This is an optimization exercise on Yosys and OpenROAD, whose aim is small area and a short achievable clock period, not a production implementation.
The RTL was checked by simulation tests, not by an equivalence proof against the original design.
Power figures rest on the tool's default switching activity, not on a simulated workload.

$ cat flow/design.v
`timescale 1ns/10ps
module CannyEdge(dAddrRegRow, dAddrRegCol, bWE, bCE, InData, OutData,
	OPMode, bOPEnable, dReadReg, dWriteReg,	clk, rst_b);
input 	[2:0]	dAddrRegRow, dAddrRegCol;
input		bWE, bCE;
input 	[7:0] 	InData;
output 	[7:0] 	OutData;
reg     [7:0] 	OutData;
input 	[2:0]	OPMode;
input 		bOPEnable;
input 	[3:0]	dReadReg, dWriteReg;
input		clk, rst_b;
reg [7:0] regX [0:24];
reg [1:0] y6c;			 
reg z2, z6, z10, z18;		 
reg [1:0] st;			 
reg [1:0] pc;			 
reg [1:0] dc;			 
reg [7:0] Out_gf, Out_gradient;
reg [1:0] Out_dir;		 
reg       Out_bThres;
reg [11:0] gs0, gs1, gs2, gs3;	 
reg signed [10:0] Gx, Gy;
wire [7:0] rdec = 8'd1 << dAddrRegRow;
wire [7:0] cdec = 8'd1 << dAddrRegCol;
reg  [24:0] hit;
integer hr, hc;
always @(*) begin
	hit = 25'd0;
	for (hr = 0; hr < 8; hr = hr + 1)
		for (hc = 0; hc < 8; hc = hc + 1)
			if (hr*5 + hc <= 24)
				hit[hr*5 + hc] = hit[hr*5 + hc] | (rdec[hr] & cdec[hc]);
end
wire step   = bCE & ~bOPEnable;
wire m_gau  = OPMode == 3'd0;
wire m_sob  = OPMode == 3'd1;
wire m_nms  = OPMode == 3'd2;
wire m_hys  = OPMode == 3'd3;
wire [7:0] x0 = regX[0], x1 = regX[1], x2 = regX[2], x3 = regX[3], x4 = regX[4];
wire [7:0] x5 = regX[5], x6 = regX[6], x7 = regX[7], x8 = regX[8], x9 = regX[9];
wire [7:0] x10 = regX[10], x11 = regX[11], x12 = regX[12], x13 = regX[13], x14 = regX[14];
wire [7:0] x15 = regX[15], x16 = regX[16], x17 = regX[17], x18 = regX[18], x19 = regX[19];
wire [7:0] x20 = regX[20], x21 = regX[21], x22 = regX[22], x23 = regX[23], x24 = regX[24];
wire [11:0] gsum0, gsum1, gsum2, gsum3;
wire g_1 = x1[0] ^ x3[0] ^ x5[0];
wire g_2 = (x1[0] & x3[0]) | (x1[0] & x5[0]) | (x3[0] & x5[0]);
wire g_3 = x9[0] ^ x15[0] ^ x19[0];
wire g_4 = (x9[0] & x15[0]) | (x9[0] & x19[0]) | (x15[0] & x19[0]);
wire g_5 = x21[0] ^ x23[0] ^ g_1;
wire g_6 = (x21[0] & x23[0]) | (x21[0] & g_1) | (x23[0] & g_1);
wire g_7 = x1[1] ^ x3[1] ^ x5[1];
wire g_8 = (x1[1] & x3[1]) | (x1[1] & x5[1]) | (x3[1] & x5[1]);
wire g_9 = x9[1] ^ x15[1] ^ x19[1];
wire g_10 = (x9[1] & x15[1]) | (x9[1] & x19[1]) | (x15[1] & x19[1]);
wire g_11 = x21[1] ^ x23[1] ^ g_2;
wire g_12 = (x21[1] & x23[1]) | (x21[1] & g_2) | (x23[1] & g_2);
wire g_13 = g_4 ^ g_7 ^ g_9;
wire g_14 = (g_4 & g_7) | (g_4 & g_9) | (g_7 & g_9);
wire g_15 = g_6 ^ g_11;
wire g_16 = g_6 & g_11;
wire g_17 = x1[2] ^ x3[2] ^ x5[2];
wire g_18 = (x1[2] & x3[2]) | (x1[2] & x5[2]) | (x3[2] & x5[2]);
wire g_19 = x9[2] ^ x15[2] ^ x19[2];
wire g_20 = (x9[2] & x15[2]) | (x9[2] & x19[2]) | (x15[2] & x19[2]);
wire g_21 = x21[2] ^ x23[2] ^ g_8;
wire g_22 = (x21[2] & x23[2]) | (x21[2] & g_8) | (x23[2] & g_8);
wire g_23 = g_10 ^ g_17 ^ g_19;
wire g_24 = (g_10 & g_17) | (g_10 & g_19) | (g_17 & g_19);
wire g_25 = g_12 ^ g_14 ^ g_21;
wire g_26 = (g_12 & g_14) | (g_12 & g_21) | (g_14 & g_21);
wire g_27 = g_23 ^ g_16;
wire g_28 = g_23 & g_16;
wire g_29 = x1[3] ^ x3[3] ^ x5[3];
wire g_30 = (x1[3] & x3[3]) | (x1[3] & x5[3]) | (x3[3] & x5[3]);
wire g_31 = x9[3] ^ x15[3] ^ x19[3];
wire g_32 = (x9[3] & x15[3]) | (x9[3] & x19[3]) | (x15[3] & x19[3]);
wire g_33 = x21[3] ^ x23[3] ^ g_18;
wire g_34 = (x21[3] & x23[3]) | (x21[3] & g_18) | (x23[3] & g_18);
wire g_35 = g_20 ^ g_29 ^ g_31;
wire g_36 = (g_20 & g_29) | (g_20 & g_31) | (g_29 & g_31);
wire g_37 = g_22 ^ g_24 ^ g_33;
wire g_38 = (g_22 & g_24) | (g_22 & g_33) | (g_24 & g_33);
wire g_39 = g_35 ^ g_26 ^ g_37;
wire g_40 = (g_35 & g_26) | (g_35 & g_37) | (g_26 & g_37);
wire g_41 = x1[4] ^ x3[4] ^ x5[4];
wire g_42 = (x1[4] & x3[4]) | (x1[4] & x5[4]) | (x3[4] & x5[4]);
wire g_43 = x9[4] ^ x15[4] ^ x19[4];
wire g_44 = (x9[4] & x15[4]) | (x9[4] & x19[4]) | (x15[4] & x19[4]);
wire g_45 = x21[4] ^ x23[4] ^ g_30;
wire g_46 = (x21[4] & x23[4]) | (x21[4] & g_30) | (x23[4] & g_30);
wire g_47 = g_32 ^ g_41 ^ g_43;
wire g_48 = (g_32 & g_41) | (g_32 & g_43) | (g_41 & g_43);
wire g_49 = g_34 ^ g_36 ^ g_45;
wire g_50 = (g_34 & g_36) | (g_34 & g_45) | (g_36 & g_45);
wire g_51 = g_47 ^ g_38 ^ g_49;
wire g_52 = (g_47 & g_38) | (g_47 & g_49) | (g_38 & g_49);
wire g_53 = x1[5] ^ x3[5] ^ x5[5];
wire g_54 = (x1[5] & x3[5]) | (x1[5] & x5[5]) | (x3[5] & x5[5]);
wire g_55 = x9[5] ^ x15[5] ^ x19[5];
wire g_56 = (x9[5] & x15[5]) | (x9[5] & x19[5]) | (x15[5] & x19[5]);
wire g_57 = x21[5] ^ x23[5] ^ g_42;
wire g_58 = (x21[5] & x23[5]) | (x21[5] & g_42) | (x23[5] & g_42);
wire g_59 = g_44 ^ g_53 ^ g_55;
wire g_60 = (g_44 & g_53) | (g_44 & g_55) | (g_53 & g_55);
wire g_61 = g_46 ^ g_48 ^ g_57;
wire g_62 = (g_46 & g_48) | (g_46 & g_57) | (g_48 & g_57);
wire g_63 = g_59 ^ g_50 ^ g_61;
wire g_64 = (g_59 & g_50) | (g_59 & g_61) | (g_50 & g_61);
wire g_65 = x1[6] ^ x3[6] ^ x5[6];
wire g_66 = (x1[6] & x3[6]) | (x1[6] & x5[6]) | (x3[6] & x5[6]);
wire g_67 = x9[6] ^ x15[6] ^ x19[6];
wire g_68 = (x9[6] & x15[6]) | (x9[6] & x19[6]) | (x15[6] & x19[6]);
wire g_69 = x21[6] ^ x23[6] ^ g_54;
wire g_70 = (x21[6] & x23[6]) | (x21[6] & g_54) | (x23[6] & g_54);
wire g_71 = g_56 ^ g_65 ^ g_67;
wire g_72 = (g_56 & g_65) | (g_56 & g_67) | (g_65 & g_67);
wire g_73 = g_58 ^ g_60 ^ g_69;
wire g_74 = (g_58 & g_60) | (g_58 & g_69) | (g_60 & g_69);
wire g_75 = g_71 ^ g_62 ^ g_73;
wire g_76 = (g_71 & g_62) | (g_71 & g_73) | (g_62 & g_73);
wire g_77 = x1[7] ^ x3[7] ^ x5[7];
wire g_78 = (x1[7] & x3[7]) | (x1[7] & x5[7]) | (x3[7] & x5[7]);
wire g_79 = x9[7] ^ x15[7] ^ x19[7];
wire g_80 = (x9[7] & x15[7]) | (x9[7] & x19[7]) | (x15[7] & x19[7]);
wire g_81 = x21[7] ^ x23[7] ^ g_66;
wire g_82 = (x21[7] & x23[7]) | (x21[7] & g_66) | (x23[7] & g_66);
wire g_83 = g_68 ^ g_77 ^ g_79;
wire g_84 = (g_68 & g_77) | (g_68 & g_79) | (g_77 & g_79);
wire g_85 = g_70 ^ g_72 ^ g_81;
wire g_86 = (g_70 & g_72) | (g_70 & g_81) | (g_72 & g_81);
wire g_87 = g_83 ^ g_74 ^ g_85;
wire g_88 = (g_83 & g_74) | (g_83 & g_85) | (g_74 & g_85);
wire g_89 = g_78 ^ g_80 ^ g_82;
wire g_90 = (g_78 & g_80) | (g_78 & g_82) | (g_80 & g_82);
wire g_91 = g_84 ^ g_86 ^ g_89;
wire g_92 = (g_84 & g_86) | (g_84 & g_89) | (g_86 & g_89);
wire g_93 = x6[0] ^ x8[0] ^ x16[0];
wire g_94 = (x6[0] & x8[0]) | (x6[0] & x16[0]) | (x8[0] & x16[0]);
wire g_95 = x6[1] ^ x8[1] ^ x16[1];
wire g_96 = (x6[1] & x8[1]) | (x6[1] & x16[1]) | (x8[1] & x16[1]);
wire g_97 = x18[1] ^ g_94;
wire g_98 = x18[1] & g_94;
wire g_99 = x6[2] ^ x8[2] ^ x16[2];
wire g_100 = (x6[2] & x8[2]) | (x6[2] & x16[2]) | (x8[2] & x16[2]);
wire g_101 = x18[2] ^ g_96 ^ g_99;
wire g_102 = (x18[2] & g_96) | (x18[2] & g_99) | (g_96 & g_99);
wire g_103 = x6[3] ^ x8[3] ^ x16[3];
wire g_104 = (x6[3] & x8[3]) | (x6[3] & x16[3]) | (x8[3] & x16[3]);
wire g_105 = x18[3] ^ g_100 ^ g_103;
wire g_106 = (x18[3] & g_100) | (x18[3] & g_103) | (g_100 & g_103);
wire g_107 = x6[4] ^ x8[4] ^ x16[4];
wire g_108 = (x6[4] & x8[4]) | (x6[4] & x16[4]) | (x8[4] & x16[4]);
wire g_109 = x18[4] ^ g_104 ^ g_107;
wire g_110 = (x18[4] & g_104) | (x18[4] & g_107) | (g_104 & g_107);
wire g_111 = x6[5] ^ x8[5] ^ x16[5];
wire g_112 = (x6[5] & x8[5]) | (x6[5] & x16[5]) | (x8[5] & x16[5]);
wire g_113 = x18[5] ^ g_108 ^ g_111;
wire g_114 = (x18[5] & g_108) | (x18[5] & g_111) | (g_108 & g_111);
wire g_115 = x6[6] ^ x8[6] ^ x16[6];
wire g_116 = (x6[6] & x8[6]) | (x6[6] & x16[6]) | (x8[6] & x16[6]);
wire g_117 = x18[6] ^ g_112 ^ g_115;
wire g_118 = (x18[6] & g_112) | (x18[6] & g_115) | (g_112 & g_115);
wire g_119 = x6[7] ^ x8[7] ^ x16[7];
wire g_120 = (x6[7] & x8[7]) | (x6[7] & x16[7]) | (x8[7] & x16[7]);
wire g_121 = x18[7] ^ g_116 ^ g_119;
wire g_122 = (x18[7] & g_116) | (x18[7] & g_119) | (g_116 & g_119);
wire g_123 = x7[0] ^ x11[0] ^ x13[0];
wire g_124 = (x7[0] & x11[0]) | (x7[0] & x13[0]) | (x11[0] & x13[0]);
wire g_125 = x7[1] ^ x11[1] ^ x13[1];
wire g_126 = (x7[1] & x11[1]) | (x7[1] & x13[1]) | (x11[1] & x13[1]);
wire g_127 = x17[1] ^ g_124;
wire g_128 = x17[1] & g_124;
wire g_129 = x7[2] ^ x11[2] ^ x13[2];
wire g_130 = (x7[2] & x11[2]) | (x7[2] & x13[2]) | (x11[2] & x13[2]);
wire g_131 = x17[2] ^ g_126 ^ g_129;
wire g_132 = (x17[2] & g_126) | (x17[2] & g_129) | (g_126 & g_129);
wire g_133 = x7[3] ^ x11[3] ^ x13[3];
wire g_134 = (x7[3] & x11[3]) | (x7[3] & x13[3]) | (x11[3] & x13[3]);
wire g_135 = x17[3] ^ g_130 ^ g_133;
wire g_136 = (x17[3] & g_130) | (x17[3] & g_133) | (g_130 & g_133);
wire g_137 = x7[4] ^ x11[4] ^ x13[4];
wire g_138 = (x7[4] & x11[4]) | (x7[4] & x13[4]) | (x11[4] & x13[4]);
wire g_139 = x17[4] ^ g_134 ^ g_137;
wire g_140 = (x17[4] & g_134) | (x17[4] & g_137) | (g_134 & g_137);
wire g_141 = x7[5] ^ x11[5] ^ x13[5];
wire g_142 = (x7[5] & x11[5]) | (x7[5] & x13[5]) | (x11[5] & x13[5]);
wire g_143 = x17[5] ^ g_138 ^ g_141;
wire g_144 = (x17[5] & g_138) | (x17[5] & g_141) | (g_138 & g_141);
wire g_145 = x7[6] ^ x11[6] ^ x13[6];
wire g_146 = (x7[6] & x11[6]) | (x7[6] & x13[6]) | (x11[6] & x13[6]);
wire g_147 = x17[6] ^ g_142 ^ g_145;
wire g_148 = (x17[6] & g_142) | (x17[6] & g_145) | (g_142 & g_145);
wire g_149 = x7[7] ^ x11[7] ^ x13[7];
wire g_150 = (x7[7] & x11[7]) | (x7[7] & x13[7]) | (x11[7] & x13[7]);
wire g_151 = x17[7] ^ g_146 ^ g_149;
wire g_152 = (x17[7] & g_146) | (x17[7] & g_149) | (g_146 & g_149);
wire g_153 = x0[0] ^ x4[0] ^ x20[0];
wire g_154 = (x0[0] & x4[0]) | (x0[0] & x20[0]) | (x4[0] & x20[0]);
wire g_155 = x24[0] ^ ~x18[0] ^ g_3;
wire g_156 = (x24[0] & ~x18[0]) | (x24[0] & g_3) | (~x18[0] & g_3);
wire g_157 = ~g_93 ^ g_153 ^ g_5;
wire g_158 = (~g_93 & g_153) | (~g_93 & g_5) | (g_153 & g_5);
wire g_159 = x0[1] ^ x4[1] ^ x20[1];
wire g_160 = (x0[1] & x4[1]) | (x0[1] & x20[1]) | (x4[1] & x20[1]);
wire g_161 = x24[1] ^ x17[0] ^ 1'b1;
wire g_162 = (x24[1] & x17[0]) | (x24[1] & 1'b1) | (x17[0] & 1'b1);
wire g_163 = g_3 ^ ~g_95 ^ g_123;
wire g_164 = (g_3 & ~g_95) | (g_3 & g_123) | (~g_95 & g_123);
wire g_165 = g_154 ^ g_159 ^ g_161;
wire g_166 = (g_154 & g_159) | (g_154 & g_161) | (g_159 & g_161);
wire g_167 = ~g_97 ^ g_13 ^ g_5;
wire g_168 = (~g_97 & g_13) | (~g_97 & g_5) | (g_13 & g_5);
wire g_169 = g_156 ^ g_163 ^ g_165;
wire g_170 = (g_156 & g_163) | (g_156 & g_165) | (g_163 & g_165);
wire g_171 = g_15 ^ g_158 ^ g_167;
wire g_172 = (g_15 & g_158) | (g_15 & g_167) | (g_158 & g_167);
wire g_173 = x0[2] ^ x4[2] ^ x20[2];
wire g_174 = (x0[2] & x4[2]) | (x0[2] & x20[2]) | (x4[2] & x20[2]);
wire g_175 = x24[2] ^ x2[0] ^ x10[0];
wire g_176 = (x24[2] & x2[0]) | (x24[2] & x10[0]) | (x2[0] & x10[0]);
wire g_177 = x14[0] ^ x22[0] ^ g_125;
wire g_178 = (x14[0] & x22[0]) | (x14[0] & g_125) | (x22[0] & g_125);
wire g_179 = g_160 ^ g_162 ^ g_173;
wire g_180 = (g_160 & g_162) | (g_160 & g_173) | (g_162 & g_173);
wire g_181 = g_175 ^ ~g_98 ^ g_127;
wire g_182 = (g_175 & ~g_98) | (g_175 & g_127) | (~g_98 & g_127);
wire g_183 = g_13 ^ ~g_101 ^ g_164;
wire g_184 = (g_13 & ~g_101) | (g_13 & g_164) | (~g_101 & g_164);
wire g_185 = g_166 ^ g_177 ^ g_179;
wire g_186 = (g_166 & g_177) | (g_166 & g_179) | (g_177 & g_179);
wire g_187 = g_15 ^ g_181 ^ g_25;
wire g_188 = (g_15 & g_181) | (g_15 & g_25) | (g_181 & g_25);
wire g_189 = g_168 ^ g_170 ^ g_183;
wire g_190 = (g_168 & g_170) | (g_168 & g_183) | (g_170 & g_183);
wire g_191 = g_185 ^ g_27 ^ g_172;
wire g_192 = (g_185 & g_27) | (g_185 & g_172) | (g_27 & g_172);
wire g_193 = g_187 ^ g_189;
wire g_194 = g_187 & g_189;
wire [3:0] glow = {1'b0, g_191, g_169, g_155} + {1'b0, g_193, g_171, g_157};
wire g_195 = x0[3] ^ x4[3] ^ x20[3];
wire g_196 = (x0[3] & x4[3]) | (x0[3] & x20[3]) | (x4[3] & x20[3]);
wire g_197 = x24[3] ^ x2[1] ^ x10[1];
wire g_198 = (x24[3] & x2[1]) | (x24[3] & x10[1]) | (x2[1] & x10[1]);
wire g_199 = x14[1] ^ x22[1] ^ x18[0];
wire g_200 = (x14[1] & x22[1]) | (x14[1] & x18[0]) | (x22[1] & x18[0]);
wire g_201 = x17[0] ^ g_93 ^ g_123;
wire g_202 = (x17[0] & g_93) | (x17[0] & g_123) | (g_93 & g_123);
wire g_203 = g_174 ^ g_176 ^ g_195;
wire g_204 = (g_174 & g_176) | (g_174 & g_195) | (g_176 & g_195);
wire g_205 = g_197 ^ g_199 ^ g_128;
wire g_206 = (g_197 & g_199) | (g_197 & g_128) | (g_199 & g_128);
wire g_207 = ~g_102 ^ ~g_105 ^ g_131;
wire g_208 = (~g_102 & ~g_105) | (~g_102 & g_131) | (~g_105 & g_131);
wire g_209 = g_178 ^ g_180 ^ g_201;
wire g_210 = (g_178 & g_180) | (g_178 & g_201) | (g_180 & g_201);
wire g_211 = g_203 ^ g_182 ^ g_205;
wire g_212 = (g_203 & g_182) | (g_203 & g_205) | (g_182 & g_205);
wire g_213 = g_25 ^ g_184 ^ g_186;
wire g_214 = (g_25 & g_184) | (g_25 & g_186) | (g_184 & g_186);
wire g_215 = g_207 ^ g_209 ^ g_28;
wire g_216 = (g_207 & g_209) | (g_207 & g_28) | (g_209 & g_28);
wire g_217 = g_27 ^ g_211 ^ g_39;
wire g_218 = (g_27 & g_211) | (g_27 & g_39) | (g_211 & g_39);
wire g_219 = g_188 ^ g_190 ^ g_213;
wire g_220 = (g_188 & g_190) | (g_188 & g_213) | (g_190 & g_213);
wire g_221 = g_215 ^ g_194 ^ g_192;
wire g_222 = (g_215 & g_194) | (g_215 & g_192) | (g_194 & g_192);
wire g_223 = x0[4] ^ x4[4] ^ x20[4];
wire g_224 = (x0[4] & x4[4]) | (x0[4] & x20[4]) | (x4[4] & x20[4]);
wire g_225 = x24[4] ^ x2[2] ^ x10[2];
wire g_226 = (x24[4] & x2[2]) | (x24[4] & x10[2]) | (x2[2] & x10[2]);
wire g_227 = x14[2] ^ x22[2] ^ x12[0];
wire g_228 = (x14[2] & x22[2]) | (x14[2] & x12[0]) | (x22[2] & x12[0]);
wire g_229 = g_95 ^ g_125 ^ g_196;
wire g_230 = (g_95 & g_125) | (g_95 & g_196) | (g_125 & g_196);
wire g_231 = g_198 ^ g_200 ^ g_223;
wire g_232 = (g_198 & g_200) | (g_198 & g_223) | (g_200 & g_223);
wire g_233 = g_225 ^ g_227 ^ g_97;
wire g_234 = (g_225 & g_227) | (g_225 & g_97) | (g_227 & g_97);
wire g_235 = g_127 ^ ~g_106 ^ ~g_109;
wire g_236 = (g_127 & ~g_106) | (g_127 & ~g_109) | (~g_106 & ~g_109);
wire g_237 = g_132 ^ g_135 ^ g_202;
wire g_238 = (g_132 & g_135) | (g_132 & g_202) | (g_135 & g_202);
wire g_239 = g_204 ^ g_229 ^ g_231;
wire g_240 = (g_204 & g_229) | (g_204 & g_231) | (g_229 & g_231);
wire g_241 = g_206 ^ g_233 ^ g_208;
wire g_242 = (g_206 & g_233) | (g_206 & g_208) | (g_233 & g_208);
wire g_243 = g_210 ^ g_235 ^ g_237;
wire g_244 = (g_210 & g_235) | (g_210 & g_237) | (g_235 & g_237);
wire g_245 = g_239 ^ g_28 ^ g_212;
wire g_246 = (g_239 & g_28) | (g_239 & g_212) | (g_28 & g_212);
wire g_247 = g_40 ^ g_51 ^ g_39;
wire g_248 = (g_40 & g_51) | (g_40 & g_39) | (g_51 & g_39);
wire g_249 = g_214 ^ g_241 ^ g_243;
wire g_250 = (g_214 & g_241) | (g_214 & g_243) | (g_241 & g_243);
wire g_251 = g_216 ^ g_245 ^ g_218;
wire g_252 = (g_216 & g_245) | (g_216 & g_218) | (g_245 & g_218);
wire g_253 = g_220 ^ g_247;
wire g_254 = g_220 & g_247;
wire g_255 = x0[5] ^ x4[5] ^ x20[5];
wire g_256 = (x0[5] & x4[5]) | (x0[5] & x20[5]) | (x4[5] & x20[5]);
wire g_257 = x24[5] ^ x2[3] ^ x10[3];
wire g_258 = (x24[5] & x2[3]) | (x24[5] & x10[3]) | (x2[3] & x10[3]);
wire g_259 = x14[3] ^ x22[3] ^ x12[1];
wire g_260 = (x14[3] & x22[3]) | (x14[3] & x12[1]) | (x22[3] & x12[1]);
wire g_261 = g_224 ^ g_226 ^ g_228;
wire g_262 = (g_224 & g_226) | (g_224 & g_228) | (g_226 & g_228);
wire g_263 = g_255 ^ g_257 ^ g_259;
wire g_264 = (g_255 & g_257) | (g_255 & g_259) | (g_257 & g_259);
wire g_265 = g_98 ^ g_128 ^ g_101;
wire g_266 = (g_98 & g_128) | (g_98 & g_101) | (g_128 & g_101);
wire g_267 = ~g_110 ^ ~g_113 ^ g_136;
wire g_268 = (~g_110 & ~g_113) | (~g_110 & g_136) | (~g_113 & g_136);
wire g_269 = g_139 ^ g_131 ^ g_230;
wire g_270 = (g_139 & g_131) | (g_139 & g_230) | (g_131 & g_230);
wire g_271 = g_232 ^ g_261 ^ g_263;
wire g_272 = (g_232 & g_261) | (g_232 & g_263) | (g_261 & g_263);
wire g_273 = g_234 ^ g_236 ^ g_238;
wire g_274 = (g_234 & g_236) | (g_234 & g_238) | (g_236 & g_238);
wire g_275 = g_240 ^ g_265 ^ g_267;
wire g_276 = (g_240 & g_265) | (g_240 & g_267) | (g_265 & g_267);
wire g_277 = g_269 ^ g_271 ^ g_52;
wire g_278 = (g_269 & g_271) | (g_269 & g_52) | (g_271 & g_52);
wire g_279 = g_63 ^ g_40 ^ g_51;
wire g_280 = (g_63 & g_40) | (g_63 & g_51) | (g_40 & g_51);
wire g_281 = g_242 ^ g_244 ^ g_273;
wire g_282 = (g_242 & g_244) | (g_242 & g_273) | (g_244 & g_273);
wire g_283 = g_275 ^ g_246 ^ g_248;
wire g_284 = (g_275 & g_246) | (g_275 & g_248) | (g_246 & g_248);
wire g_285 = g_250 ^ g_277 ^ g_279;
wire g_286 = (g_250 & g_277) | (g_250 & g_279) | (g_277 & g_279);
wire g_287 = g_281 ^ g_254;
wire g_288 = g_281 & g_254;
wire g_289 = x0[6] ^ x4[6] ^ x20[6];
wire g_290 = (x0[6] & x4[6]) | (x0[6] & x20[6]) | (x4[6] & x20[6]);
wire g_291 = x24[6] ^ x2[4] ^ x10[4];
wire g_292 = (x24[6] & x2[4]) | (x24[6] & x10[4]) | (x2[4] & x10[4]);
wire g_293 = x14[4] ^ x22[4] ^ x12[2];
wire g_294 = (x14[4] & x22[4]) | (x14[4] & x12[2]) | (x22[4] & x12[2]);
wire g_295 = g_256 ^ g_258 ^ g_260;
wire g_296 = (g_256 & g_258) | (g_256 & g_260) | (g_258 & g_260);
wire g_297 = g_289 ^ g_291 ^ g_293;
wire g_298 = (g_289 & g_291) | (g_289 & g_293) | (g_291 & g_293);
wire g_299 = g_102 ^ g_105 ^ ~g_114;
wire g_300 = (g_102 & g_105) | (g_102 & ~g_114) | (g_105 & ~g_114);
wire g_301 = ~g_117 ^ g_140 ^ g_143;
wire g_302 = (~g_117 & g_140) | (~g_117 & g_143) | (g_140 & g_143);
wire g_303 = g_132 ^ g_135 ^ g_262;
wire g_304 = (g_132 & g_135) | (g_132 & g_262) | (g_135 & g_262);
wire g_305 = g_264 ^ g_295 ^ g_297;
wire g_306 = (g_264 & g_295) | (g_264 & g_297) | (g_295 & g_297);
wire g_307 = g_266 ^ g_268 ^ g_270;
wire g_308 = (g_266 & g_268) | (g_266 & g_270) | (g_268 & g_270);
wire g_309 = g_272 ^ g_299 ^ g_301;
wire g_310 = (g_272 & g_299) | (g_272 & g_301) | (g_299 & g_301);
wire g_311 = g_303 ^ g_305 ^ g_64;
wire g_312 = (g_303 & g_305) | (g_303 & g_64) | (g_305 & g_64);
wire g_313 = g_75 ^ g_52 ^ g_63;
wire g_314 = (g_75 & g_52) | (g_75 & g_63) | (g_52 & g_63);
wire g_315 = g_274 ^ g_276 ^ g_307;
wire g_316 = (g_274 & g_276) | (g_274 & g_307) | (g_276 & g_307);
wire g_317 = g_309 ^ g_278 ^ g_280;
wire g_318 = (g_309 & g_278) | (g_309 & g_280) | (g_278 & g_280);
wire g_319 = g_282 ^ g_311 ^ g_313;
wire g_320 = (g_282 & g_311) | (g_282 & g_313) | (g_311 & g_313);
wire g_321 = g_315 ^ g_284 ^ g_286;
wire g_322 = (g_315 & g_284) | (g_315 & g_286) | (g_284 & g_286);
wire g_323 = x0[7] ^ x4[7] ^ x20[7];
wire g_324 = (x0[7] & x4[7]) | (x0[7] & x20[7]) | (x4[7] & x20[7]);
wire g_325 = x24[7] ^ x2[5] ^ x10[5];
wire g_326 = (x24[7] & x2[5]) | (x24[7] & x10[5]) | (x2[5] & x10[5]);
wire g_327 = x14[5] ^ x22[5] ^ x12[3];
wire g_328 = (x14[5] & x22[5]) | (x14[5] & x12[3]) | (x22[5] & x12[3]);
wire g_329 = g_290 ^ g_292 ^ g_294;
wire g_330 = (g_290 & g_292) | (g_290 & g_294) | (g_292 & g_294);
wire g_331 = g_323 ^ g_325 ^ g_327;
wire g_332 = (g_323 & g_325) | (g_323 & g_327) | (g_325 & g_327);
wire g_333 = g_106 ^ g_109 ^ ~g_118;
wire g_334 = (g_106 & g_109) | (g_106 & ~g_118) | (g_109 & ~g_118);
wire g_335 = ~g_121 ^ g_144 ^ g_147;
wire g_336 = (~g_121 & g_144) | (~g_121 & g_147) | (g_144 & g_147);
wire g_337 = g_136 ^ g_139 ^ g_296;
wire g_338 = (g_136 & g_139) | (g_136 & g_296) | (g_139 & g_296);
wire g_339 = g_298 ^ g_329 ^ g_331;
wire g_340 = (g_298 & g_329) | (g_298 & g_331) | (g_329 & g_331);
wire g_341 = g_300 ^ g_302 ^ g_304;
wire g_342 = (g_300 & g_302) | (g_300 & g_304) | (g_302 & g_304);
wire g_343 = g_306 ^ g_333 ^ g_335;
wire g_344 = (g_306 & g_333) | (g_306 & g_335) | (g_333 & g_335);
wire g_345 = g_337 ^ g_339 ^ g_76;
wire g_346 = (g_337 & g_339) | (g_337 & g_76) | (g_339 & g_76);
wire g_347 = g_87 ^ g_64 ^ g_75;
wire g_348 = (g_87 & g_64) | (g_87 & g_75) | (g_64 & g_75);
wire g_349 = g_308 ^ g_310 ^ g_341;
wire g_350 = (g_308 & g_310) | (g_308 & g_341) | (g_310 & g_341);
wire g_351 = g_343 ^ g_312 ^ g_314;
wire g_352 = (g_343 & g_312) | (g_343 & g_314) | (g_312 & g_314);
wire g_353 = g_316 ^ g_345 ^ g_347;
wire g_354 = (g_316 & g_345) | (g_316 & g_347) | (g_345 & g_347);
wire g_355 = g_349 ^ g_318 ^ g_320;
wire g_356 = (g_349 & g_318) | (g_349 & g_320) | (g_318 & g_320);
wire g_357 = x2[6] ^ x10[6] ^ x14[6];
wire g_358 = (x2[6] & x10[6]) | (x2[6] & x14[6]) | (x10[6] & x14[6]);
wire g_359 = x22[6] ^ x12[4] ^ ~g_120;
wire g_360 = (x22[6] & x12[4]) | (x22[6] & ~g_120) | (x12[4] & ~g_120);
wire g_361 = g_324 ^ g_326 ^ g_328;
wire g_362 = (g_324 & g_326) | (g_324 & g_328) | (g_326 & g_328);
wire g_363 = g_357 ^ g_110 ^ g_113;
wire g_364 = (g_357 & g_110) | (g_357 & g_113) | (g_110 & g_113);
wire g_365 = ~g_122 ^ g_148 ^ g_151;
wire g_366 = (~g_122 & g_148) | (~g_122 & g_151) | (g_148 & g_151);
wire g_367 = g_140 ^ g_143 ^ g_330;
wire g_368 = (g_140 & g_143) | (g_140 & g_330) | (g_143 & g_330);
wire g_369 = g_332 ^ g_359 ^ g_361;
wire g_370 = (g_332 & g_359) | (g_332 & g_361) | (g_359 & g_361);
wire g_371 = g_334 ^ g_336 ^ g_338;
wire g_372 = (g_334 & g_336) | (g_334 & g_338) | (g_336 & g_338);
wire g_373 = g_340 ^ g_363 ^ g_365;
wire g_374 = (g_340 & g_363) | (g_340 & g_365) | (g_363 & g_365);
wire g_375 = g_367 ^ g_369 ^ g_88;
wire g_376 = (g_367 & g_369) | (g_367 & g_88) | (g_369 & g_88);
wire g_377 = g_91 ^ g_76 ^ g_87;
wire g_378 = (g_91 & g_76) | (g_91 & g_87) | (g_76 & g_87);
wire g_379 = g_342 ^ g_344 ^ g_371;
wire g_380 = (g_342 & g_344) | (g_342 & g_371) | (g_344 & g_371);
wire g_381 = g_373 ^ g_346 ^ g_348;
wire g_382 = (g_373 & g_346) | (g_373 & g_348) | (g_346 & g_348);
wire g_383 = g_350 ^ g_375 ^ g_377;
wire g_384 = (g_350 & g_375) | (g_350 & g_377) | (g_375 & g_377);
wire g_385 = g_379 ^ g_352 ^ g_354;
wire g_386 = (g_379 & g_352) | (g_379 & g_354) | (g_352 & g_354);
wire g_387 = x2[7] ^ x10[7] ^ x14[7];
wire g_388 = (x2[7] & x10[7]) | (x2[7] & x14[7]) | (x10[7] & x14[7]);
wire g_389 = x22[7] ^ ~1'b0 ^ ~1'b0;
wire g_390 = (x22[7] & ~1'b0) | (x22[7] & ~1'b0) | (~1'b0 & ~1'b0);
wire g_391 = x12[5] ^ g_150 ^ g_358;
wire g_392 = (x12[5] & g_150) | (x12[5] & g_358) | (g_150 & g_358);
wire g_393 = g_387 ^ g_389 ^ g_114;
wire g_394 = (g_387 & g_389) | (g_387 & g_114) | (g_389 & g_114);
wire g_395 = g_117 ^ g_152 ^ g_144;
wire g_396 = (g_117 & g_152) | (g_117 & g_144) | (g_152 & g_144);
wire g_397 = g_147 ^ g_360 ^ g_362;
wire g_398 = (g_147 & g_360) | (g_147 & g_362) | (g_360 & g_362);
wire g_399 = g_391 ^ g_90 ^ g_364;
wire g_400 = (g_391 & g_90) | (g_391 & g_364) | (g_90 & g_364);
wire g_401 = g_366 ^ g_368 ^ g_370;
wire g_402 = (g_366 & g_368) | (g_366 & g_370) | (g_368 & g_370);
wire g_403 = g_393 ^ g_395 ^ g_397;
wire g_404 = (g_393 & g_395) | (g_393 & g_397) | (g_395 & g_397);
wire g_405 = g_92 ^ g_88 ^ g_91;
wire g_406 = (g_92 & g_88) | (g_92 & g_91) | (g_88 & g_91);
wire g_407 = g_372 ^ g_374 ^ g_399;
wire g_408 = (g_372 & g_374) | (g_372 & g_399) | (g_374 & g_399);
wire g_409 = g_401 ^ g_403 ^ g_376;
wire g_410 = (g_401 & g_403) | (g_401 & g_376) | (g_403 & g_376);
wire g_411 = g_378 ^ g_380 ^ g_405;
wire g_412 = (g_378 & g_380) | (g_378 & g_405) | (g_380 & g_405);
wire g_413 = g_407 ^ g_382 ^ g_384;
wire g_414 = (g_407 & g_382) | (g_407 & g_384) | (g_382 & g_384);
wire g_415 = ~1'b0 ^ ~1'b0 ^ x12[6];
wire g_416 = (~1'b0 & ~1'b0) | (~1'b0 & x12[6]) | (~1'b0 & x12[6]);
wire g_417 = g_388 ^ g_390 ^ g_415;
wire g_418 = (g_388 & g_390) | (g_388 & g_415) | (g_390 & g_415);
wire g_419 = g_118 ^ g_121 ^ g_148;
wire g_420 = (g_118 & g_121) | (g_118 & g_148) | (g_121 & g_148);
wire g_421 = g_151 ^ g_392 ^ g_417;
wire g_422 = (g_151 & g_392) | (g_151 & g_417) | (g_392 & g_417);
wire g_423 = g_90 ^ g_394 ^ g_396;
wire g_424 = (g_90 & g_394) | (g_90 & g_396) | (g_394 & g_396);
wire g_425 = g_398 ^ g_419 ^ g_421;
wire g_426 = (g_398 & g_419) | (g_398 & g_421) | (g_419 & g_421);
wire g_427 = g_92 ^ g_400 ^ g_402;
wire g_428 = (g_92 & g_400) | (g_92 & g_402) | (g_400 & g_402);
wire g_429 = g_404 ^ g_423 ^ g_425;
wire g_430 = (g_404 & g_423) | (g_404 & g_425) | (g_423 & g_425);
wire g_431 = g_406 ^ g_408 ^ g_427;
wire g_432 = (g_406 & g_408) | (g_406 & g_427) | (g_408 & g_427);
wire g_433 = g_429 ^ g_410;
wire g_434 = g_429 & g_410;
wire g_435 = ~1'b0 ^ ~1'b0 ^ x12[7];
wire g_436 = (~1'b0 & ~1'b0) | (~1'b0 & x12[7]) | (~1'b0 & x12[7]);
wire g_437 = g_120 ^ g_150 ^ g_416;
wire g_438 = (g_120 & g_150) | (g_120 & g_416) | (g_150 & g_416);
wire g_439 = g_435 ^ g_122 ^ g_152;
wire g_440 = (g_435 & g_122) | (g_435 & g_152) | (g_122 & g_152);
wire g_441 = g_418 ^ g_437 ^ g_420;
wire g_442 = (g_418 & g_437) | (g_418 & g_420) | (g_437 & g_420);
wire g_443 = g_422 ^ g_439 ^ g_424;
wire g_444 = (g_422 & g_439) | (g_422 & g_424) | (g_439 & g_424);
wire g_445 = g_426 ^ g_441 ^ g_428;
wire g_446 = (g_426 & g_441) | (g_426 & g_428) | (g_441 & g_428);
wire g_447 = g_430 ^ g_443;
wire g_448 = g_430 & g_443;
wire g_449 = g_436 ^ g_438 ^ g_440;
wire g_450 = (g_436 & g_438) | (g_436 & g_440) | (g_438 & g_440);
wire g_451 = g_442 ^ g_449;
wire g_452 = g_442 & g_449;
assign gsum0 = {1'b1, 1'b1, g_444, g_432, g_412, g_409, g_381, g_351, g_317, g_252, g_249, g_217};
assign gsum1 = {1'b0, g_450, g_448, g_445, g_431, g_411, g_383, g_353, g_319, g_283, g_222, g_219};
assign gsum2 = {1'b0, g_452, g_446, g_434, g_414, g_386, g_356, g_322, g_288, g_285, g_251, glow[3]};
assign gsum3 = {1'b0, 1'b0, g_451, g_447, g_433, g_413, g_385, g_355, g_321, g_287, g_253, g_221};
wire signed [10:0] gx_n = {3'b0, x2} + {3'b0, x12} + {2'b0, x7, 1'b0}
                        - {3'b0, x0} - {3'b0, x10} - {2'b0, x5, 1'b0};
wire signed [10:0] gy_n = {3'b0, x0} + {3'b0, x2} + {2'b0, x1, 1'b0}
                        - {3'b0, x10} - {3'b0, x12} - {2'b0, x11, 1'b0};
wire sx = Gx[10], sy = Gy[10];
wire [10:0] ax = sx ? -Gx : Gx;
wire [10:0] ay = sy ? -Gy : Gy;
wire [11:0] asum = ax + ay;
wire d0  = {ay, 1'b0} <= {1'b0, ax};
wire d45 = {2'b0, ay, 1'b0} <= ({1'b0, ax, 2'b0} + {3'b0, ax});
wire [1:0] dir_n = d0 ? 2'd0 : d45 ? ((sx ^ sy) ? 2'd3 : 2'd1) : 2'd2;
reg [7:0] xa, xb;
always @(*)
	case (pc)
	2'd0: begin xa = x5;  xb = x7;  end
	2'd1: begin xa = x2;  xb = x10; end
	2'd2: begin xa = x11; xb = x1;  end
	default: begin xa = x12; xb = x0; end
	endcase
wire nms_ge = (x6 >= xa) && (x6 >= xb);
wire nms_do = step & m_nms & (st == 2'd1);
wire h6 = x6 >= 8'd10;
wire l6 = x6 <= 8'd3;
reg trace;
always @(*)
	case (dc)
	2'd0, 2'd2: trace = (x10 >= 8'd10) | (x2 >= 8'd10) | z10 | z2;
	2'd1:       trace = (x18 >= 8'd10) | z18;
	default:    trace = z6;
	endcase
wire bthres_n = h6 | (~l6 & trace);
always @(posedge clk or negedge rst_b)
	if (!rst_b) begin
		st <= 2'd0;
		pc <= 2'd3;
		dc <= 2'd3;
		Out_gf <= 8'd0;
		Out_gradient <= 8'd0;
		Out_dir <= 2'd0;
		Out_bThres <= 1'b0;
	end else if (bCE) begin
		if (bOPEnable)
			st <= 2'd0;
		else if (m_gau) begin
			if (st == 2'd0) st <= 2'd1;
			else if (st == 2'd1) Out_gf <= (gs0 + gs1 + gs2 + gs3) >> 4;
		end else if (m_sob) begin
			st <= (st == 2'd3) ? 2'd3 : st + 2'd1;
			if (st == 2'd1) Out_gradient <= asum[10:3];
			if (st == 2'd3) Out_dir <= dir_n;
		end else if (m_nms | m_hys) begin
			if (st == 2'd0) begin
				pc <= y6c;
				if (m_hys) dc <= pc;
				st <= 2'd1;
			end else if (st == 2'd1 && m_hys)
				Out_bThres <= bthres_n;
		end
	end
wire wr = rst_b & ~bCE & ~bWE;
wire rd = rst_b & ~bCE & bWE;
wire [7:0] wdata = bCE ? 8'd0 : InData;	 
integer k;
reg [7:0] xr;	 
always @(*) begin
	xr = 8'd0;
	for (k = 0; k < 25; k = k + 1)
		xr = xr | ({8{hit[k]}} & regX[k]);
end
always @(posedge clk) begin
	for (k = 0; k < 25; k = k + 1)
		if ((wr && dWriteReg == 4'd0 && hit[k]) ||
		    (rst_b && nms_do && (nms_ge ? (
			(pc == 2'd0 && (k == 5 || k == 7)) ||
			(pc == 2'd1 && (k == 2 || k == 10)) ||
			(pc == 2'd2 && (k == 11 || k == 1)) ||
			(pc == 2'd3 && (k == 12 || k == 0))) : k == 6)))
			regX[k] <= wdata;
	if (wr && dWriteReg == 4'd1 && hit[6])
		y6c <= (InData == 8'd0) ? 2'd0 : (InData == 8'd45) ? 2'd1 : (InData == 8'd90) ? 2'd2 : 2'd3;
	if (wr && dWriteReg[3:1] != 3'd0) begin
		if (hit[2])  z2  <= InData == 8'd1;
		if (hit[6])  z6  <= InData == 8'd1;
		if (hit[10]) z10 <= InData == 8'd1;
		if (hit[18]) z18 <= InData == 8'd1;
	end
	if (rd)
		case (dReadReg)
		4'd0: OutData <= Out_gf;
		4'd1: OutData <= Out_gradient;
		4'd2: case (Out_dir)
		      2'd0: OutData <= 8'd0;
		      2'd1: OutData <= 8'd45;
		      2'd2: OutData <= 8'd90;
		      default: OutData <= 8'h87;
		      endcase
		4'd3: OutData <= xr;
		4'd4: OutData <= {7'd0, Out_bThres};
		default: ;
		endcase
	if (rst_b && step && m_gau && st == 2'd0) begin
		gs0 <= gsum0;
		gs1 <= gsum1;
		gs2 <= gsum2;
		gs3 <= gsum3;
	end
	if (rst_b && step && m_sob && st == 2'd0) begin
		Gx <= gx_n;
		Gy <= gy_n;
	end
end
endmodule
$ cat flow/flow/run.sh
#!/bin/bash
# Layout flow: the standard flow (standard.sh), unchanged synthesis, plus
#  1. fapol.py on the synthesized netlist: full adders are self-dual, so
#     each fa cell may be fed complemented inputs and give complemented
#     outputs; fapol picks the polarities that need the fewest inverters
#     and rewrites the netlist (registers and ports untouched).
#  2. port buffers of a plain buffer cell (buf_2) instead of the default pick,
#  3. the resizer's setup margin raised so repair_timing keeps shortening
#     the critical paths past the 10 ns constraint,
#  4. a clock tree of smaller buffers and no dummy loads.
# Each tool's output goes to a log file in this folder.
set -u
R=orfs/results/${FLOW_PLATFORM:-sky130hd}/CannyEdge/base
export BUFFER_PORTS_ARGS="-buffer_cell sky130_fd_sc_hd__buf_2"
export SETUP_SLACK_MARGIN=${MARGIN:-6.4}
export CTS_ARGS="-sink_clustering_enable -repair_clock_nets -dont_use_dummy_load -buf_list sky130_fd_sc_hd__clkbuf_8 -sink_clustering_size 16 -sink_clustering_max_diameter 60"
bash standard.sh synth > synth.log 2>&1 || exit 1
if python3 flow/fapol.py $R/1_2_yosys.v $R/1_2_yosys_fapol.v > fapol.log 2>&1; then
  cp $R/1_2_yosys.v $R/1_2_yosys_std.v
  cp $R/1_2_yosys_fapol.v $R/1_2_yosys.v
  rm -f $R/1_synth.odb $R/1_synth.sdc
fi
bash standard.sh > standard.log 2>&1
$ cat flow/flow/fapol.py
#!/usr/bin/env python3
"""Full-adder polarity optimisation on a Yosys gate netlist (sky130hd).

A full adder is self-dual: fa(~a,~b,~c) = (~sum, ~cout).  Yosys's adder
extraction leaves many inverters between full adders; this pass chooses,
for each fa cell, whether to use it "flipped" (fed and producing
complemented signals) so that the number of inverters needed is minimal,
then rewrites the netlist.  The logic function at every register and port
is unchanged; registers are untouched.
usage: fapol.py in.v out.v
"""
import re, sys, random

src = open(sys.argv[1]).read()
INV = 'sky130_fd_sc_hd__inv_1'
FA = re.compile(r'sky130_fd_sc_hd__fa_\d+$')
OUTPINS = {'X', 'Y', 'Q', 'Q_N', 'SUM', 'COUT', 'HI', 'LO'}

# cell instances: type name ( pins );
cell_re = re.compile(r'^(\s*)(sky130_fd_sc_hd__\w+)\s+(\S+)\s*\((.*?)\);\s*$', re.S | re.M)
pin_re = re.compile(r'\.(\w+)\(\s*(.*?)\s*\)(?=\s*,|\s*$)', re.S)

cells = []
for m in cell_re.finditer(src):
    typ, name, body = m.group(2), m.group(3), m.group(4)
    pins = [(p, n.strip()) for p, n in pin_re.findall(body)]
    cells.append({'typ': typ, 'name': name, 'pins': pins, 'span': m.span()})

driver = {}
loads = {}
for i, c in enumerate(cells):
    for p, n in c['pins']:
        if p in OUTPINS:
            driver[n] = (i, p)
        else:
            loads.setdefault(n, []).append((i, p))

def is_inv(i):
    return cells[i]['typ'] == INV

def root(n):
    """follow inverters back: returns (root net, parity)"""
    q = 0
    while n in driver and is_inv(driver[n][0]):
        c = cells[driver[n][0]]
        n = dict(c['pins'])['A']
        q ^= 1
    return n, q

fa_ids = [i for i, c in enumerate(cells) if FA.match(c['typ'])]
fa_set = set(fa_ids)
inv_ids = [i for i, c in enumerate(cells) if c['typ'] == INV]

# demands: for every non-inverter consumer pin, which (root, parity) it needs
# (for fa pins, parity is relative to the fa's flip)
demands = []   # (consumer cell or None, pin, root, q)
nets_out_ports = set()
for i, c in enumerate(cells):
    if c['typ'] == INV:
        continue
    for p, n in c['pins']:
        if p in OUTPINS:
            continue
        if n.startswith("1'") or n == '':
            continue
        r, q = root(n)
        demands.append((i, p, r, q))

# module outputs / assigns that read nets: keep these nets' polarity as-is
assign_re = re.compile(r'^\s*assign\s+(.*?)\s*=\s*(.*?);', re.M)
port_reads = []
for m in assign_re.finditer(src):
    rhs = m.group(2).strip()
    if rhs in driver or rhs in loads:
        r, q = root(rhs)
        port_reads.append((rhs, r, q))

def root_pol(r, flip):
    d = driver.get(r)
    if d and d[0] in fa_set:
        return flip[d[0]]
    return 0

by_root = {}
for i, p, r, q in demands:
    by_root.setdefault(r, []).append((i, q))
for _, r, q in port_reads:
    by_root.setdefault(r, []).append((None, q))
fa_roots = {}
for i in fa_ids:
    rs = set()
    for p, n in cells[i]['pins']:
        if p in OUTPINS:
            rs.add(n)
        elif not (n.startswith("1'") or n == ''):
            rs.add(root(n)[0])
    fa_roots[i] = [r for r in rs if r in by_root]

def root_cost(r, flip):
    rp = root_pol(r, flip)
    wants = set(q ^ (flip[i] if i in fa_set else 0) for i, q in by_root[r])
    return sum(1 for w in wants if w != rp)

def total(flip):
    return sum(root_cost(r, flip) for r in by_root)

def search(flip, seed):
    rnd = random.Random(seed)
    improved = True
    while improved:
        improved = False
        order = fa_ids[:]
        rnd.shuffle(order)
        for i in order:
            before = sum(root_cost(r, flip) for r in fa_roots[i])
            flip[i] ^= 1
            after = sum(root_cost(r, flip) for r in fa_roots[i])
            if after < before or (after == before and rnd.random() < 0.3):
                if after < before:
                    improved = True
            else:
                flip[i] ^= 1
    return total(flip)

start = {i: 0 for i in fa_ids}
print('inverters before', len(inv_ids), 'needed with no flips', total(start), file=sys.stderr)
best, flip = None, None
for seed in range(40):
    f = {i: (random.Random(1000 + seed).random() < 0.5) * 1 if seed else 0 for i in fa_ids}
    c = search(f, seed)
    if best is None or c < best:
        best, flip = c, dict(f)
print('needed after', best, 'flipped', sum(flip.values()), file=sys.stderr)

if len(sys.argv) > 2:
    # rewrite: every (root, polarity) needed gets a net
    newcells = []
    invnet = {}
    cnt = [0]
    def net_for(r, want):
        if want == root_pol(r, flip):
            return r
        if r not in invnet:
            cnt[0] += 1
            nn = f'_fapol_{cnt[0]}_'
            invnet[r] = nn
            ra = r + ' ' if r.startswith('\\') else r
            newcells.append(f'  {INV} fapol_inv_{cnt[0]} (\n    .A({ra}),\n    .Y({nn})\n  );\n')
        return invnet[r]
    out = []
    last = 0
    for i, c in enumerate(cells):
        s, e = c['span']
        out.append(src[last:s])
        last = e
        if c['typ'] == INV:
            continue   # all inverters are re-created as needed
        pins = []
        for p, n in c['pins']:
            if p not in OUTPINS and not (n.startswith("1'") or n == ''):
                r, q = root(n)
                want = q ^ (flip[i] if i in fa_set else 0)
                n = net_for(r, want)
            pins.append(f'    .{p}({n}' + (' )' if n.startswith('\\') else ')'))
        out.append(f"  {c['typ']} {c['name']} (\n" + ',\n'.join(pins) + '\n  );')
    out.append(src[last:])
    text = ''.join(out)
    # port assigns
    def fix_assign(m):
        lhs, rhs = m.group(1), m.group(2).strip()
        if rhs in driver or rhs in loads:
            r, q = root(rhs)
            nn = net_for(r, q)
            return m.group(0).replace(m.group(2), nn + ' ' if nn.startswith('\\') else nn)
        return m.group(0)
    text = assign_re.sub(fix_assign, text)
    wires = ''.join(f'  wire {n};\n' for n in invnet.values())
    text = text.replace('endmodule', wires + ''.join(newcells) + 'endmodule')
    open(sys.argv[2], 'w').write(text)

$ cat flow/standard.sh
#!/bin/bash
# synth_recipe.tcl (not shown) runs the flow's synth.tcl, then flattens the netlist and writes it again
# the make line also repeats each setting of config.mk as NAME=value (left out here)
make -C /OpenROAD-flow-scripts/flow DESIGN_CONFIG=/design/flow/config.mk WORK_HOME=/design/flow/orfs CLKGATE_MAP_FILE= SYNTH_SCRIPT=/design/flow/synth_recipe.tcl "${@:-finish}"
$ cat flow/config.mk
export PLATFORM = sky130hd
export DESIGN_NAME = CannyEdge
export DESIGN_NICKNAME = CannyEdge
export VERILOG_FILES = /design/flow/design.v
export SDC_FILE = /design/flow/constraint.sdc
export NUM_CORES = 4
export LEC_CHECK = 0
export CAP_MARGIN = 20
export CORE_MARGIN = 2
export CORE_UTILIZATION = 40
export SLEW_MARGIN = 20
$ cat flow/constraint.sdc
create_clock -name core_clock -period 10.0 [get_ports {clk}]
set_input_delay 2.0000 -clock core_clock [delete_from_list [all_inputs] [get_ports {clk}]]
set_output_delay 2.0000 -clock core_clock [all_outputs]
set_load 0.01 [all_outputs]
==> impl_summary.log, run 1 <==
INFO  metric wl = 79,400 um
INFO  metric switching_power = 567 uW
INFO  metric critPathTopFamily = adder cells
INFO  metric place_congestion = 1.02
INFO  metric yosysWarnings = 2
INFO  metric p_per_area = 89.7 mW/mm2
INFO  metric worst_setup_hold_path_clk_slew = 0.10 ns
INFO  metric combPwrFrac = 0.085
INFO  metric core_region_area = 0.0539 mm2
INFO  metric setup_viol = 0
INFO  metric h_tree_depth_reported_by_cts = 1
INFO  metric netlist_instances = 1,579
INFO  metric num-nets-final = 2,221
INFO  metric critical_path.slowest_cell = sky130_fd_sc_hd__fa_2
INFO  metric critical_path_class = flop to flop
INFO  metric max-vdd-ir-drop = 0.104 mV
INFO  metric final-hold-violation-count = 0
INFO  metric detailed_place_hpwl = 59,600 um
INFO  metric clock-sinks = 303
INFO  metric final_cell_mix = sky130_fd_sc_hd__edfxtp_1, sky130_fd_sc_hd__fa_1, sky130_fd_sc_hd__buf_4
INFO  metric route.detailed.drc = 0
INFO  metric syn_area_per_cell = 13.8 um2
INFO  metric max_clock_freq = 0.242 GHz
INFO  metric mostFrequentLayoutCell = sky130_fd_sc_hd__edfxtp_1
INFO  metric first_global_vias = 15.4k
INFO  metric cts_hold_repair.buffers = 0
INFO  metric total_cts_buffers = 31
INFO  metric pwr-share-seq = 0.614
INFO  metric slew-limit-headroom = 0.371
INFO  metric global_route_overflow = 0
INFO  metric ant_nets = 0
INFO  metric worstHoldPathType = flop to flop
INFO  metric layout_min_cycle_time = 4.14 ns
INFO  metric global_route_wire_length_before_repair = 111,000 um
INFO  metric grt_antenna_before_repair = 2
INFO  metric finClkSkew = 0.0704 ns
INFO  metric internal_portion_of_total_power = 1740 uW
INFO  metric static_leakage = 0.00905 uW
INFO  metric drtPass1Iterations = 6
INFO  metric run_status = no timing/DRC/antenna violations
INFO  metric crit_path_start_kind = flop
INFO  metric placement.io_buffers = 37
INFO  metric synthesis.area = 0.0218 mm2
INFO  metric share_of_post_route_cells_with_drive_strength_above_1 = 0.300
INFO  metric globalRouteTotalUtil = 0.281
INFO  metric tritoncts = built
INFO  metric die_area = 0.0564 mm2
INFO  metric die_height = 238 um
INFO  metric pwr-share-clk = 0.300
INFO  metric critPathRequiredTime = 10.37 ns
INFO  metric cp_data_arrival_time = 4.51 ns
INFO  metric power_switching_share = 0.245
INFO  metric rsz0062_at_grt = yes
INFO  metric setup.worst_path.end_class = flop
INFO  metric skew_pair_late_insertion_delay = 0.66 ns
INFO  metric initialDrtViolationCount = 1,699
INFO  metric start_util = 0.405
INFO  metric clk_root_buffer_cell = sky130_fd_sc_hd__clkbuf_8
INFO  metric worst_path_most_repeated_cell = sky130_fd_sc_hd__fa_2
INFO  metric num_vias = 15.0k
INFO  metric via_per_inst = 6.03
INFO  metric setup_total_negative_slack = 0 ns
INFO  metric crit_chain = fa_2 -> fa_2 -> fa_1 -> fa_2 -> fa_1 -> fa_2 -> fa_2
INFO  metric areaGrowthSynthToFinish = 18.1%
INFO  metric rows = 85
INFO  metric routedWlPerCell = 32.0 um
INFO  metric drv.max_cap_violation_count = 0
INFO  metric cp_slowest_stage_delay = 0.59 ns
INFO  metric synth_nets = 2,012
INFO  metric chipWidth = 238 um
INFO  metric cts_buffer_depth = 3
INFO  metric max_slew.worst_pin.slew = 0.933 ns
INFO  metric utilization = 0.478
INFO  metric critical_path_peak_fanout = 2
INFO  metric worstPathBufferInverterCount = 0
INFO  metric final.period_utilization = 0.414
INFO  metric grt_start_max_net_pins = 35
INFO  metric timing_max_transition_violations_final = 0
INFO  metric boundaryPins = 38
sequential cells by signal, summed over array words and instances (netlist names), 10 cells and up:
register	flops
Gx	11
gs0	10
regX	200
Gy	11
gs2	11
gs1	11
gs3	10
per-stage QoR:
stage	instance area, um2	hold WS [ns]	std cells	power (uW)	worst slack, ns
floorplan	22100	0.445	1579	1540	6.09
global placement	23000	0.472	2280	1620	4.29
detailed placement	23000	0.480	2280	1620	4.23
CTS	25000	0.498	2441	2310	5.91
global route	25800	0.530	2483	2380	5.81
finish	25800	0.497	2484	2310	5.86
path summary, 6_finish.rpt:
check / end / start / cells after the start / slack [ns]
setup / recovery: gs3[3]$_DFFE_PP_ / regX[5][4]$_DFFE_PP_ / 7 / 5.86
hold / removal: Out_gradient[4]$_DFFE_PN0P_ / Out_gradient[4]$_DFFE_PN0P_ / 2 / 0.50
setup reg to reg: gs3[3]$_DFFE_PP_ / regX[5][4]$_DFFE_PP_ / 7 / 5.86
hold reg to reg: Out_gradient[4]$_DFFE_PN0P_ / Out_gradient[4]$_DFFE_PN0P_ / 2 / 0.50
max in group asynchronous: dc[1]$_DFFE_PN1P_ / rst_b / 2 / 8.34
min in group asynchronous: Out_gf[7]$_DFFE_PN0P_ / rst_b / 2 / 1.30
power by group through the flow:
stage          registers (uW)  clock network (uW)  logic (uW)
2_1_floorplan            1430                   0         109
3_3_place_gp             1450                   0         175
3_5_place_dp             1450                   0         176
4_1_cts                  1420                 705         185
5_1_grt                  1420                 746         213
6_report                 1420                 694         197
area by class of cell:
type	count	area (um2)
Antenna cell	2	5.00
Clock buffer	31	427
Fill cell	4683	28200
Inverter	135	514
Multi-Input combinational cell	1098	13200
Sequential cell	303	8990
Tap cell	696	871
Timing Repair Buffer	218	1720
Timing Repair inverter	1	7.51
repair_timing:
item                       4_1_cts  5_1_grt
setup endpoints to repair      306      238
pin swaps                       93       83
gates cloned                     2        0
setup buffers                  128       41
resized for setup              146       99
layer usage:
metal	up-vias	GRT usage	part of all wire
li1	6185	-	-
met1	7732	0.364	0.39
met2	841	0.441	0.45
met3	228	0.0663	0.091
met4	0	0.149	0.067
met5	-	0	0
worst reg2reg max path, stage by stage, from the launching register on:
cell,delay (ns)
sky130_fd_sc_hd__edfxtp_1,0.54
sky130_fd_sc_hd__fa_2,0.40
sky130_fd_sc_hd__fa_2,0.59
sky130_fd_sc_hd__fa_1,0.45
sky130_fd_sc_hd__fa_2,0.59
sky130_fd_sc_hd__fa_1,0.46
sky130_fd_sc_hd__fa_2,0.41
sky130_fd_sc_hd__fa_2,0.40
==> inputs of run 2 (changes only) <==
--- a/flow/flow/run.sh
+++ b/flow/flow/run.sh
@@ -12,7 +12,7 @@
 set -u
 R=orfs/results/${FLOW_PLATFORM:-sky130hd}/CannyEdge/base
 export BUFFER_PORTS_ARGS="-buffer_cell sky130_fd_sc_hd__buf_2"
-export SETUP_SLACK_MARGIN=${MARGIN:-6.4}
+export SETUP_SLACK_MARGIN=${MARGIN:-5.6}
 export CTS_ARGS="-sink_clustering_enable -repair_clock_nets -dont_use_dummy_load -buf_list sky130_fd_sc_hd__clkbuf_8 -sink_clustering_size 16 -sink_clustering_max_diameter 60"
 bash standard.sh synth > synth.log 2>&1 || exit 1
 if python3 flow/fapol.py $R/1_2_yosys.v $R/1_2_yosys_fapol.v > fapol.log 2>&1; then
==> run 2 against run 1 <==
  * Still clean on timing, DRC and antenna
  * Non-clock buffer count fell by 147
  * Synthesized cell count did not move
  * Die area did not move
  * Critical endpoint is now regX[5][7]$_DFFE_PP_
  * Largest cell class unchanged
==> impl_summary.log, run 2 <==
INFO  metric run_status = no timing/DRC/antenna violations
INFO  metric globalRouteTotalUtil = 0.282 (+0.000459)
INFO  metric drtPass1Iterations = 6 (unchanged)
INFO  metric yosysWarnings = 2 (unchanged)
INFO  metric total_cts_buffers = 34 (+9.7%)
INFO  metric first_global_vias = 14.6k (-4.8%)
INFO  metric num_vias = 14.4k (-4.0%)
INFO  metric slew-limit-headroom = 0.338 (-0.0332)
INFO  metric critPathRequiredTime = 10.19 ns (-0.18 ns)
INFO  metric netlist_instances = 1,579 (unchanged)
INFO  metric global_route_wire_length_before_repair = 110,000 um (-0.83%)
INFO  metric max_slew.worst_pin.slew = 0.993 ns (+0.0596 ns)
INFO  metric share_of_post_route_cells_with_drive_strength_above_1 = 0.102 (-0.198)
INFO  metric synthesis.area = 0.0218 mm2 (unchanged)
INFO  metric syn_area_per_cell = 13.8 um2 (unchanged)
INFO  metric global_route_overflow = 0 (unchanged)
INFO  metric finClkSkew = 0.0764 ns (+0.00598 ns)
INFO  metric tritoncts = built
INFO  metric placed_cell_area = 0.0228 mm2 (-0.67%)
INFO  metric grt_start_max_net_pins = 43 (+23%)
INFO  metric crit_path_start_kind = input port
INFO  metric setup_total_negative_slack = 0 ns (unchanged)
INFO  metric layout_min_cycle_time = 4.32 ns (+0.185 ns)
INFO  metric final-hold-violation-count = 0 (unchanged)
INFO  metric max-vdd-ir-drop = 0.0632 mV (-39%)
INFO  metric setup.worst_path.end_class = flop
INFO  metric wl = 77,500 um (-2.4%)
INFO  metric chipWidth = 238 um (unchanged)
INFO  metric critical_path_class = input port to flop
INFO  metric cts_buffer_depth = 3 (unchanged)
INFO  metric detailed_place_hpwl = 61,900 um (+3.8%)
INFO  metric final.period_utilization = 0.432 (+0.0185)
INFO  metric setup_viol = 0 (unchanged)
INFO  metric core_region_area = 0.0539 mm2 (unchanged)
INFO  metric synth_nets = 2,012 (unchanged)
INFO  metric initialDrtViolationCount = 1,919 (+13%)
INFO  metric place_congestion = 0.995 (-2.3%)
INFO  metric p_per_area = 100 mW/mm2 (+12%)
INFO  metric drv.max_cap_violation_count = 0 (unchanged)
INFO  metric largest_register_ff_count = 200 (unchanged)
INFO  metric routedWlPerCell = 33.2 um (+3.7%)
INFO  metric worst_setup_hold_path_clk_slew = 0.10 ns (about the same)
INFO  metric h_tree_depth_reported_by_cts = 2 (+1)
INFO  metric final_cell_mix = sky130_fd_sc_hd__fa_1, sky130_fd_sc_hd__edfxtp_1, sky130_fd_sc_hd__inv_1
INFO  metric cts_hold_repair.buffers = 0 (unchanged)
INFO  metric die_height = 238 um (unchanged)
INFO  metric timing_max_transition_violations_final = 0 (unchanged)
INFO  metric clock-sinks = 303 (unchanged)
INFO  metric rows = 85 (unchanged)
INFO  metric clk_root_buffer_cell = sky130_fd_sc_hd__clkbuf_8
INFO  metric mostFrequentLayoutCell = sky130_fd_sc_hd__fa_1
INFO  metric placement.io_buffers = 37 (unchanged)
INFO  metric hold_ws = 0.488 ns (-0.00882 ns)
INFO  metric ant_nets = 0 (unchanged)
INFO  metric die_area = 0.0564 mm2 (unchanged)
INFO  metric areaGrowthSynthToFinish = 7.65%
INFO  metric critical_path.slowest_cell = sky130_fd_sc_hd__clkinvlp_4
INFO  metric via_per_inst = 6.16 (+2.1%)
INFO  metric static_leakage = 0.00822 uW (-9.2%)
INFO  metric rsz0062_at_grt = yes
INFO  metric num-nets-final = 2,075 (-6.6%)
INFO  metric worstHoldPathType = flop to flop
INFO  metric critical_path_peak_fanout = 30 (+28)
INFO  metric biggest_register = regX
INFO  metric final_area = 0.0235 mm2 (-8.8%)
INFO  metric route.detailed.drc = 0 (unchanged)
INFO  metric grt_antenna_before_repair = 4 (+2)
INFO  metric start_util = 0.405 (unchanged)
INFO  metric skew_pair_late_insertion_delay = 0.65 ns (about the same)
INFO  metric cp_data_arrival_time = 4.51 ns (about the same)
INFO  metric crit_chain = buf_2 -> buf_4 -> nor3b_1 -> nand3b_1 -> clkinvlp_4 -> nand2_1 -> o21ai_1
INFO  metric place_worst_setup_slack = 4.82 ns (+0.586 ns)
INFO  metric cp_slowest_stage_delay = 0.56 ns (-0.03 ns)
INFO  metric post-route-worst-setup-slack = 5.68 ns (-0.185 ns)
INFO  metric boundaryPins = 38 (unchanged)
INFO  metric max_clock_freq = 0.231 GHz (-4.3%)
## run 2: worst paths after layout
kind | slack [ns] | depth (start not counted) | to | startpoint
worst min-delay path | 0.49 | 1 | pc[1]$_DFFE_PN1P_ | y6c[1]$_SDFFCE_PP0P_
max in group asynchronous | 8.10 | 2 | dc[0]$_DFFE_PN1P_ | rst_b
min in group asynchronous | 1.44 | 2 | Out_gf[5]$_DFFE_PN0P_ | rst_b
worst max-delay path | 5.68 | 7 | regX[5][7]$_DFFE_PP_ | rst_b
worst min register to register | 0.49 | 1 | pc[1]$_DFFE_PN1P_ | y6c[1]$_SDFFCE_PP0P_
worst max register to register | 5.68 | 7 | gs3[3]$_DFFE_PP_ | regX[7][2]$_DFFE_PP_
## run 2: repair_timing
item / 4_1_cts / 5_1_grt
endpoints found under the setup margin: 39 / 83
pin swaps: 0 / 0
setup buffers: 6 / 10
gates resized for setup: 5 / 11
gates cloned: 0 / 0
## run 2: worst max-delay path: cells and delay by family
family / cells / cell delay [ns]
buffers and inverters: 3 / 1.08
and+or+nand+nor: 3 / 0.95
AOI/OAI and AO/OA: 1 / 0.44
## run 2: through the flow
stage / utilization / power [uW] / std cells
3_3_place_gp: 0.424 / 1620 / 2286
5_1_grt: 0.436 / 2420 / 2337
6_report: 0.436 / 2350 / 2337
3_5_place_dp: 0.424 / 1630 / 2286
2_1_floorplan: - / 1540 / 1579
4_1_cts: 0.433 / 2360 / 2326
## run 2: cell type report
| cell class | count | area (um2) |
|---|---|---|
| Antenna cell | 1 | 2.50 |
| Clock buffer | 34 | 468 |
| Fill cell | 4879 | 30400 |
| Inverter | 135 | 510 |
| Multi-Input combinational cell | 1097 | 12200 |
| Sequential cell | 303 | 8980 |
| Tap cell | 696 | 871 |
| Timing Repair Buffer | 71 | 440 |
## run 2: power by group
part           leakage [uW]  internal (uW)  switching [uW]
Combinational       0.00537           61.7             121
Clock              0.000244            304             446
Sequential          0.00261           1400            22.1
Total               0.00822           1760             589
## run 2: metal layers
metal  vias up  track usage  wire, um
met2       812        0.417     33600
li1       5867            -         -
met3       170       0.0723      7770
met5         -            0        13
met1      7539        0.400     32500
met4         2        0.106      3530

## separate check: timing with driven ports
The flow's constraints put no driver on any port. The routed layouts listed below were extracted and timed again, unchanged, in two steps. Step 1, drivers: a clkbuf_16 drives clk and a buf_2 each remaining input, both assumed. Step 2, shift: input delay + t, output delay - t, t = (earliest + latest rising clock arrival at the registers) / 2. This alone moves slack from input paths to output paths. Slacks: ideal ports / drivers / drivers and shift; pairs: ideal ports / drivers.
run | t, ns | setup WS [ns] | worst data-port slew with drivers (ns)
run 1 | 0.677 | 5.863 / 5.863 / 5.686 | 0.10
run 2 | 0.645 | 5.678 / 5.679 / 5.065 | 0.03
After both steps setup and hold are still met in every run listed. The setup slack of run 2, which loses most, moves by +0.001 ns with the drivers and by -0.613 ns with both steps.
